This is an optimization exercise on Yosys and OpenROAD, whose aim is small area and a short achievable clock period, not a production implementation.
Only simulation tests tie the RTL to the original design; equivalence was not proved.

===== design.v =====
module MUX2to1 #(parameter WIDTH = 16)(
    input wire sel,
    input wire [WIDTH-1:0] in0,
    input wire [WIDTH-1:0] in1,
    output wire [WIDTH-1:0] out
);
    assign out = sel ? in1 : in0;
endmodule
module ProgramCounter (
    input wire clk,
    input wire rst,
    input wire load,              
    input wire inc,               
    input wire [15:0] pc_in,      
    output reg [15:0] pc_out      
);
    always @(posedge clk or posedge rst) begin
        if (rst)
            pc_out <= 16'd0;
        else if (load)
            pc_out <= pc_in;
        else if (inc)
            pc_out <= pc_out + 1;
    end
endmodule
module InstructionRegister (
    input wire clk,
    input wire rst,
    input wire load,
    input wire [15:0] instr_in,
    output reg [15:0] instr_out
);
    always @(posedge clk or posedge rst) begin
        if (rst)
            instr_out <= 16'd0;
        else if (load)
            instr_out <= instr_in;
    end
endmodule
module RegisterFile (
    input wire clk,
    input wire we,
    input wire [2:0] raddr1,
    input wire [2:0] raddr2,
    input wire [2:0] waddr,
    input wire [15:0] wdata,
    input wire [2:0] reg_select,
    output wire [15:0] rdata1,
    output wire [15:0] rdata2,
    output wire [15:0] reg_data_selected
);
    reg [15:0] regs [7:0];
    always @(posedge clk) begin
        if (we && waddr != 3'b000)
            regs[waddr] <= wdata;
    end
    assign rdata1 = (raddr1 == 3'b000) ? 16'd0 : regs[raddr1];
    assign rdata2 = (raddr2 == 3'b000) ? 16'd0 : regs[raddr2];
    assign reg_data_selected = (reg_select == 3'b000) ? 16'd0 : regs[reg_select];
endmodule
module SimpleRAM (
    input wire clk,
    input wire we,                       
    input wire [5:0] addr,               
    input wire [15:0] din,               
    input wire prog_we,                  
    input wire [5:0] prog_addr,
    input wire [15:0] prog_data,
    output reg [15:0] dout               
);
    reg [15:0] mem [0:63];               
    always @(posedge clk) begin
        if (prog_we)
            mem[prog_addr] <= prog_data;
        else if (we)
            mem[addr] <= din;
        dout <= mem[addr];               
    end
endmodule
module IntegerALU (
    input wire [15:0] op1,          
    input wire [15:0] op2,          
    input wire [3:0] alu_op,        
    output reg [15:0] result,       
    output wire zero                
);
    localparam ADD = 4'b0000,
               SUB = 4'b0001,
               AND_ = 4'b0010,
               OR_  = 4'b0011,
               XOR_ = 4'b0100,
               MUL = 4'b0101,
               SLL = 4'b0110,
               SRL = 4'b0111,
               SRA = 4'b1000;
    always @(*) begin
        case (alu_op)
            ADD: result = op1 + op2;
            SUB: result = op1 - op2;
            AND_: result = op1 & op2;
            OR_:  result = op1 | op2;
            XOR_: result = op1 ^ op2;
            MUL:  result = op1 * op2;  
            SLL:  result = op1 << op2[3:0];
            SRL:  result = op1 >> op2[3:0];
            SRA:  result = $signed(op1) >>> op2[3:0];
            default: result = 16'd0;
        endcase
    end
    assign zero = (result == 16'd0);
endmodule
module FloatingPointALU (
    input wire [15:0] op1,
    input wire [15:0] op2,
    input wire [3:0] alu_op,     
    output reg [15:0] result,
    output wire zero
);
    localparam FADD = 4'b1001, FSUB = 4'b1010, FMUL = 4'b1011;
    wire sign1 = op1[15];
    wire sign2 = op2[15];
    wire [4:0] exp1 = op1[14:10];
    wire [4:0] exp2 = op2[14:10];
    wire [10:0] mant1 = {1'b1, op1[9:0]};  
    wire [10:0] mant2 = {1'b1, op2[9:0]};
    reg sign_res;
    reg [4:0] exp_res;
    reg [11:0] mant_res;  
    reg [21:0] mant_mul;  
    reg [10:0] mant_final;
    reg [4:0] exp_final;
    assign zero = (result[14:0] == 0);
    task normalize;
        input [11:0] mant_in;
        input [4:0] exp_in;
        output [10:0] mant_out;
        output [4:0] exp_out;
        reg [11:0] mant_norm;
        reg [4:0] exp_norm;
        integer i;
    begin
        mant_norm = mant_in;
        exp_norm = exp_in;
        for (i = 0; i < 31; i = i + 1) begin
            if (mant_norm[11] == 0 && exp_norm > 0) begin
                mant_norm = mant_norm << 1;
                exp_norm = exp_norm - 1;
            end
        end
        mant_out = mant_norm[11:1];
        exp_out = exp_norm;
    end
    endtask
    reg [4:0] exp_diff;
    reg [10:0] mant1_shift, mant2_shift;
    reg [11:0] mant_calc;  
    reg sign_op2;
    always @(*) begin
        sign_res = 1'b0;
        exp_res = 5'd0;
        mant_res = 12'd0;
        mant_mul = 22'd0;
        mant_final = 11'd0;
        exp_final = 5'd0;
        exp_diff = 5'd0;
        mant1_shift = 11'd0;
        mant2_shift = 11'd0;
        mant_calc = 12'd0;
        sign_op2 = 1'b0;
        case (alu_op)
            FADD, FSUB: begin
                if (exp1 > exp2) begin
                    exp_diff = exp1 - exp2;
                    mant1_shift = mant1;
                    mant2_shift = mant2 >> exp_diff;
                    exp_res = exp1;
                end else begin
                    exp_diff = exp2 - exp1;
                    mant1_shift = mant1 >> exp_diff;
                    mant2_shift = mant2;
                    exp_res = exp2;
                end
                sign_op2 = (alu_op == FSUB) ? ~sign2 : sign2;
                if (sign1 == sign_op2) begin
                    mant_calc = mant1_shift + mant2_shift;
                    sign_res = sign1;
                    if (mant_calc[11] == 1) begin
                        mant_res = mant_calc >> 1;
                        exp_res = exp_res + 1;
                    end else begin
                        mant_res = mant_calc;
                    end
                end else begin
                    if (mant1_shift >= mant2_shift) begin
                        mant_calc = mant1_shift - mant2_shift;
                        sign_res = sign1;
                        exp_res = exp_res;
                    end else begin
                        mant_calc = mant2_shift - mant1_shift;
                        sign_res = sign_op2;
                        exp_res = exp_res;
                    end
                    mant_res = mant_calc;
                end
                normalize(mant_res, exp_res, mant_final, exp_final);
                result = {sign_res, exp_final, mant_final[9:0]};
            end
            FMUL: begin
                mant_mul = mant1 * mant2;
                exp_res = exp1 + exp2 - 5'd15;
                sign_res = sign1 ^ sign2;
                if (mant_mul[21] == 1) begin
                    mant_res = mant_mul[21:10];
                    exp_res = exp_res + 1;
                end else begin
                    mant_res = mant_mul[20:9];
                end
                normalize(mant_res, exp_res, mant_final, exp_final);
                result = {sign_res, exp_final, mant_final[9:0]};
            end
            default: begin
                result = 16'd0;
            end
        endcase
    end
endmodule
module ControlUnit (
    input wire clk,
    input wire rst,
    input wire [3:0] opcode,
    input wire zero_flag,          
    output reg [2:0] state,
    output reg pc_enable,
    output reg pc_load,
    output reg ir_load,
    output reg rf_we,
    output reg mem_read,
    output reg mem_write,
    output reg [3:0] alu_op,
    output reg sel_alu_src,
    output reg pc_branch     
);
    localparam FETCH   = 3'b000,
               DECODE  = 3'b001,
               EXECUTE = 3'b010,
               MEM     = 3'b011,
               WB      = 3'b100,
               BRANCH  = 3'b101;   
    localparam OP_ADD  = 4'b0000,
               OP_SUB  = 4'b0001,
               OP_AND  = 4'b0010,
               OP_OR   = 4'b0011,
               OP_XOR  = 4'b0100,
               OP_MUL  = 4'b0101,
               OP_SLL  = 4'b0110,
               OP_SRL  = 4'b0111,
               OP_SRA  = 4'b1000,
               OP_FADD = 4'b1001,
               OP_FSUB = 4'b1010,
               OP_FMUL = 4'b1011,
               OP_LOAD = 4'b1100,
               OP_STORE= 4'b1101,
               OP_BEQ  = 4'b1110,
               OP_BNE  = 4'b1111,
               OP_JMP  = 4'b1010,
               OP_MVI  = 4'b0111,
               OP_MOV  = 4'b0110;
    reg [2:0] current_state, next_state;
    always @(posedge clk or posedge rst) begin
        if (rst)
            current_state <= FETCH;
        else
            current_state <= next_state;
    end
    always @(*) begin
        case (current_state)
            FETCH:   next_state = DECODE;
            DECODE:  begin
                case (opcode)
                    OP_LOAD, OP_STORE: next_state = EXECUTE;
                    OP_BEQ, OP_BNE, OP_JMP: next_state = BRANCH;
                    default: next_state = EXECUTE;
                endcase
            end
            EXECUTE: begin
                case (opcode)
                    OP_LOAD, OP_STORE: next_state = MEM;
                    default: next_state = WB;
                endcase
            end
            MEM:     next_state = WB;
            WB:      next_state = FETCH;
            BRANCH:  next_state = FETCH;
            default: next_state = FETCH;
        endcase
    end
    always @(*) begin
        pc_enable = 0;
        pc_load = 0;
        ir_load = 0;
        rf_we = 0;
        mem_read = 0;
        mem_write = 0;
        alu_op = 4'b0000;
        sel_alu_src = 0;
        pc_branch = 0;
        state = current_state;
        case (opcode)
            OP_ADD: alu_op = 4'b0000;
            OP_SUB: alu_op = 4'b0001;
            OP_AND: alu_op = 4'b0010;
            OP_OR: alu_op = 4'b0011;
            OP_XOR: alu_op = 4'b0100;
            OP_MUL: alu_op = 4'b0101;
            OP_SLL: alu_op = 4'b0110;
            OP_SRL: alu_op = 4'b0111;
            OP_SRA: alu_op = 4'b1000;
            OP_FADD: alu_op = 4'b1001;
            OP_FSUB: alu_op = 4'b1010;
            OP_FMUL: alu_op = 4'b1011;
            OP_LOAD, OP_STORE: alu_op = 4'b0000;  
            OP_MVI: alu_op = 4'b0000;  
            OP_MOV: alu_op = 4'b0000;  
            OP_BEQ, OP_BNE: alu_op = 4'b0001;  
            default: alu_op = 4'b0000;
        endcase
        sel_alu_src = (opcode == OP_LOAD || opcode == OP_STORE || opcode == OP_MVI || opcode == OP_SLL || opcode == OP_SRL || opcode == OP_SRA);
        case (current_state)
            FETCH: begin
                mem_read = 1;
                ir_load = 1;
                pc_enable = 1;
            end
            DECODE: begin
            end
            EXECUTE: begin
                if (opcode == OP_LOAD) mem_read = 1;
                if (opcode == OP_STORE) mem_write = 1;
            end
            MEM: begin
                if (opcode == OP_LOAD)
                    mem_read = 1;
                else if (opcode == OP_STORE)
                    mem_write = 1;
            end
            WB: begin
                if (opcode == OP_ADD || opcode == OP_SUB || opcode == OP_AND ||
                    opcode == OP_OR || opcode == OP_XOR || opcode == OP_MUL ||
                    opcode == OP_SLL || opcode == OP_SRL || opcode == OP_SRA ||
                    opcode == OP_FADD || opcode == OP_FSUB || opcode == OP_FMUL ||
                    opcode == OP_MVI || opcode == OP_MOV || opcode == OP_LOAD)
                    rf_we = 1;
            end
            BRANCH: begin
                case (opcode)
                    OP_BEQ: if (zero_flag) pc_load = 1;  
                    OP_BNE: if (!zero_flag) pc_load = 1;  
                    OP_JMP: pc_load = 1;  
                endcase
            end
        endcase
    end
endmodule
module TopLevelCPU (
    input wire clk,
    input wire rst,
    input wire mode_run,          
    input wire step,              
    input wire [2:0] reg_select,  
    input wire prog_we,           
    input wire [5:0] prog_addr,
    input wire [15:0] prog_data,
    output wire [15:0] pc_out,
    output wire [15:0] instr_out,
    output wire [15:0] reg_debug
);
    wire cpu_clk;
    assign cpu_clk = clk;
    wire [15:0] instr;
    wire [15:0] mem_out;
    wire [15:0] alu_result;
    wire [15:0] write_data;
    wire [15:0] alu_src_b;
    wire [2:0] rs = instr[8:6];
    wire [2:0] rt = instr[5:3];
    wire [2:0] rd = instr[11:9];
    wire [3:0] opcode = instr[15:12];
    wire [15:0] immediate = {13'd0, instr[2:0]};  
    wire [15:0] pc_jump_addr = {4'b0000, instr[11:0]};   
    wire pc_enable, pc_load, ir_load, rf_we, mem_read, mem_write, sel_alu_src;
    wire [3:0] alu_op;
    wire zero;
    wire [2:0] fsm_state;
    wire [15:0] op1;
    wire [15:0] op2;
    ProgramCounter PC (
        .clk(cpu_clk),
        .rst(rst),
        .load(pc_load),
        .inc(pc_enable),
        .pc_in(pc_jump_addr),
        .pc_out(pc_out)
    );
    SimpleRAM RAM (
        .clk(cpu_clk),
        .we(mem_write),
        .addr(pc_out[5:0]),   
        .din(op2),
        .prog_we(prog_we),
        .prog_addr(prog_addr),
        .prog_data(prog_data),
        .dout(mem_out)
    );
    InstructionRegister IR (
        .clk(cpu_clk),
        .rst(rst),
        .load(ir_load),
        .instr_in(mem_out),
        .instr_out(instr)
    );
    RegisterFile RF (
        .clk(cpu_clk),
        .we(rf_we),
        .raddr1(rs),
        .raddr2(rt),
        .waddr(rd),
        .wdata(write_data),
        .reg_select(reg_select),
        .rdata1(op1),
        .rdata2(op2),
        .reg_data_selected(reg_debug)
    );
    MUX2to1 #(16) alu_src_mux (
        .sel(sel_alu_src),
        .in0(op2),
        .in1(immediate),
        .out(alu_src_b)
    );
    wire [15:0] int_result, fp_result;
    wire int_zero, fp_zero;
    IntegerALU ALU (
        .op1(op1),
        .op2(alu_src_b),
        .alu_op(alu_op),
        .result(int_result),
        .zero(int_zero)
    );
    FloatingPointALU FPU (
        .op1(op1),
        .op2(alu_src_b),
        .alu_op(alu_op),
        .result(fp_result),
        .zero(fp_zero)
    );
    wire use_fp = (alu_op == 4'b1001) || (alu_op == 4'b1010) || (alu_op == 4'b1011);
    assign alu_result = use_fp ? fp_result : int_result;
    assign zero = (alu_result == 16'd0);
    MUX2to1 #(16) wb_mux (
        .sel(opcode == 4'b1100),   
        .in0(alu_result),
        .in1(mem_out),
        .out(write_data)
    );
    ControlUnit CU (
        .clk(cpu_clk),
        .rst(rst),
        .opcode(opcode),
        .zero_flag(zero),
        .state(fsm_state),
        .pc_enable(pc_enable),
        .pc_load(pc_load),
        .ir_load(ir_load),
        .rf_we(rf_we),
        .mem_read(mem_read),
        .mem_write(mem_write),
        .alu_op(alu_op),
        .sel_alu_src(sel_alu_src)
    );
    assign instr_out = instr;
endmodule

===== run.sh =====
#!/bin/bash
# synth_recipe.tcl (not shown) runs the flow's synth.tcl, then flattens the netlist and writes it again
# the make line also repeats each setting of config.mk as NAME=value (left out here)
make -C /OpenROAD-flow-scripts/flow DESIGN_CONFIG=/design/flow/config.mk WORK_HOME=/design/flow/orfs CLKGATE_MAP_FILE= SYNTH_SCRIPT=/design/flow/synth_recipe.tcl finish

===== config.mk =====
export PLATFORM = sky130hd
export DESIGN_NAME = TopLevelCPU
export DESIGN_NICKNAME = TopLevelCPU
export VERILOG_FILES = /design/flow/design.v
export SDC_FILE = /design/flow/constraint.sdc
export NUM_CORES = 4
export LEC_CHECK = 0
export CAP_MARGIN = 20
export CORE_MARGIN = 2
export CORE_UTILIZATION = 40
export PLACE_DENSITY = 0.6
export SLEW_MARGIN = 20

===== constraint.sdc =====
create_clock -name core_clock -period 38.0 [get_ports {clk}]
set_input_delay 7.6000 -clock core_clock [delete_from_list [all_inputs] [get_ports {clk}]]
set_output_delay 7.6000 -clock core_clock [all_outputs]
set_load 0.01 [all_outputs]

==> metrics.md <==
| Metric | Value |
|---|---|
| Utilization after layout | `48.35%` |
| Initial Util | `40.21%` |
| IO Count | `78` |
| Max Cap Violations | `0` |
| WL/cell | `23.73 um` |
| First-pass GRT wire length | `404.1 mm` |
| Vias | `67430` |
| Largest net degree at the start of global routing | `131` |
| Post-route ant nets | `0` |
| Period utilisation layout | `96.89%` |
| WP data required | `38570 ps` |
| Post-synth EDFFs | `1137` |
| GR Overflow Total | `0` |
| DRC viols | `0` |
| F_max | `0.02716 GHz` |
| Hold path cells | `2` |
| H-tree Lvls | `3` |
| Arrival time worst endpoint | `37390 ps` |
| Net Count, Synth | `8218` |
| DRT Pass-1 Iters | `5` |
| Mean Syn Cell Area | `11.11 um^2` |
| Post-synthesis sequential area ratio | `40.99%` |
| Post-Layout Cell Count | `11390` |
| Initial antenna violation count | `6` |
| Clock Skew | `47.31 ps` |
| GRT Util Overall | `23.90%` |
| Synthesized cell area | `86210 um^2` |
| Sink Count | `1188` |
| Clk root buf | `clkbuf_16` |
| Final Max Slew Viols | `0` |
| Final Hold Fails | `0` |
| Most frequent CP cell | `ha_4` |
| Share of cells above drive strength 1 | `28.15%` |
| Row count | `170` |
| Worst Path Max Fanout | `6` |
| Crit path kind | `reg2reg` |
| Post-DP HPWL | `194.5 mm` |
| Clk buf depth | `3` |
| Placed cells | `10950` |
| DRT iter0 DRCs | `6196` |
| Worst Hold Class | `reg2reg` |
| Outcome | `timing/DRC/antenna clean` |
| Nets | `8913` |
| Via density | `5.922` |
| Core Region | `214400 um^2` |
| Cell Area, Placed | `96490 um^2` |
| Die Width | `468.2 um` |
| Layout area overhead | `20.25%` |
| Die Footprint | `219300 um^2` |
| Seq cells post-synth | `1188` |
| Ys async rst share | `2.946%` |
| Cell count after synthesis | `7760` |
| Worst R2R Path Depth | `199` |
| Clk latency of the worst-skew pair | `730 ps` |
| Final wirelength | `270.2 mm` |
| Synth cell types | `161` |
| Hold_ws | `450.1 ps` |
| Least-Margin Pin Slew | `1084 ps` |
| Port Buffers | `75` |
| Placer Congestion | `0.9683` |
| Reg clk slew, reported paths | `60 ps` |
| # setup viols final | `0` |
| Final instance area | `103700 um^2` |
| CP startpoint kind | `flop` |
| Final Critical Period | `36820 ps` |
| Critical Path End Type | `flop` |
| Syn. warnings | `7` |
| Rel. slew slack | `27.15%` |
| TritonCTS buffer count | `113` |
| Die Y-Extent | `468.2 um` |
| CP max stage delay | `530 ps` |
| Most used flip-flop cell after synthesis | `edfxtp_1` |
| TritonCTS clock tree | `done` |
| Worst path slowest cell | `dfrtp_4` |
| Vias in the first global route | `65420` |
-- synth_stat cells, types with 89 or more instances --
master    number  share of area (%)
a21oi_1      445                2.6
inv_1        490                2.1
clkbuf_1     265                1.2
xnor2_1      155                1.6
o211ai_1     100               0.87
o21ai_0      335                1.9
mux4_2       389                 10
mux2i_1      336                3.9
a21o_1        89               0.78
nand2_1      634                2.8
mux2_2       182                2.4
ha_1         264                3.8
edfxtp_1    1137                 40
fa_1         164                3.8
nor2_1       634                2.8
nor3_1       131               0.76
nand3_1      115               0.67
-- routing by layer --
metal,track usage [%],share of wire (%),vias up
met3,2.237,5.3,385
met2,40.80,49,2096
met5,0,0.0044,-
met4,9.296,4.3,2
li1,-,-,31160
met1,31.35,41,33790
-- area by class of cell --
type / count / area, um^2
fillers: 19170 / 110700
multi-input cells: 5654 / 51080
flip-flops and latches: 1188 / 35360
repair buffers: 984 / 7826
well taps: 2838 / 3551
clock buffers: 137 / 2969
inverters: 514 / 2008
clock inverters: 70 / 870.8
diodes: 2 / 5.005
-- cells in the final DEF, fill, tap and decap left out, types with 62 or more instances in the layout --
cell type and count:
and2_1 77, a21o_1 88, edfxtp_1 1137, nand4_1 62
buf_4 867, ha_1 185, nor3_1 112, mux2i_1 330
fa_1 157, xnor2_1 114, inv_1 434, clkdlybuf4s50_1 73
o21ai_0 292, clkbuf_16 114, a211oi_1 74, nand3_1 111
a21oi_1 416, nand2_1 592, nor2_1 591, a31oi_1 77
mux2_2 145, o211ai_1 100, mux4_2 389
-- metrics by stage --
| step | setup TNS, ps | worst slack, ps |
|---|---|---|
| 5_1_grt | -4329 | -316.6 |
| 2_1_floorplan | -167690 | -2474 |
| 3_3_place_gp | -6045 | -431.2 |
| 3_5_place_dp | -8431 | -575.6 |
| 4_1_cts | 0 | 6.992 |
| 6_report | 0 | 1181 |
-- sequential cells by signal (all words and copies together) (netlist names) --
name	count
RAM.mem	1024
RF.regs	113
IR.instr_out	16
PC.pc_out	16
RAM.dout	16
CU.current_state	3
-- cell families after synthesis --
kind of cell               after synthesis  synth area share, %
AOI/OAI and AO/OA                     1981                16.34
DFF                                   1188                40.99
adders and majority gates              428                7.640
other                                    1             0.004350
xor gates and xnor gates               218                2.296
buffers and inverters                  918                4.215
muxes                                  946                17.00
and+or+nand+nor                       2080                11.51
-- repair_timing --
item                                    CTS  global route
endpoints found under the setup margin   16           122
pin swaps                                29           252
buffers inserted                         17           208
gates resized for setup                  43           319
gates cloned                              0             1
hold buffers                              0             0
-- worst paths after layout --
kind	startpoint	to	slack [ps]
worst max-delay path	IR.instr_out[4]	PC.pc_out[10]	1180
max in group asynchronous	rst	PC.pc_out[0]	30270
worst min-delay path	RAM.dout[7]	IR.instr_out[7]	450
worst min register to register	RAM.dout[7]	IR.instr_out[7]	450
min in group asynchronous	rst	CU.current_state[2]	7320
worst max register to register	IR.instr_out[4]	PC.pc_out[10]	1180
-- worst max-delay path: cells and delay by family, from the launching register on --
family / cells / cell delay, ps
adder cells (fa/ha/maj): 32 / 6050
AND/OR/NAND/NOR: 58 / 8290
multiplexers: 17 / 4860
buffers and inverters: 22 / 2220
XOR/XNOR: 8 / 1130
AO/OA/AOI/OAI: 62 / 13420
flip-flops: 1 / 530

## afterwards: timing with drivers on the ports
The results above use ideal ports. As a check the final layout listed here was re-extracted and re-timed, cells and wires unchanged. Step 1, drivers: a clkbuf_16 drives clk and a buf_2 each remaining input, both assumed. Step 2 moves the port delays by t, midway between the first and last clock arrival at a register: inputs arrive t later, outputs are due t later. That takes back most of the time a late clock gives input paths. Three values: no drivers, after step 1, after step 2; two values: the first two.
shift t [ns]: 0.776
setup slack, ns: 1.181 / 1.181 / 1.181
clock arrival spread, ns: 0.048 / 0.048
worst slew at a driven data input, ns: 0.11
After both steps setup and hold are still met in this run. The setup slack of this run moves by 0.000 ns with the drivers and by 0.000 ns with both steps.
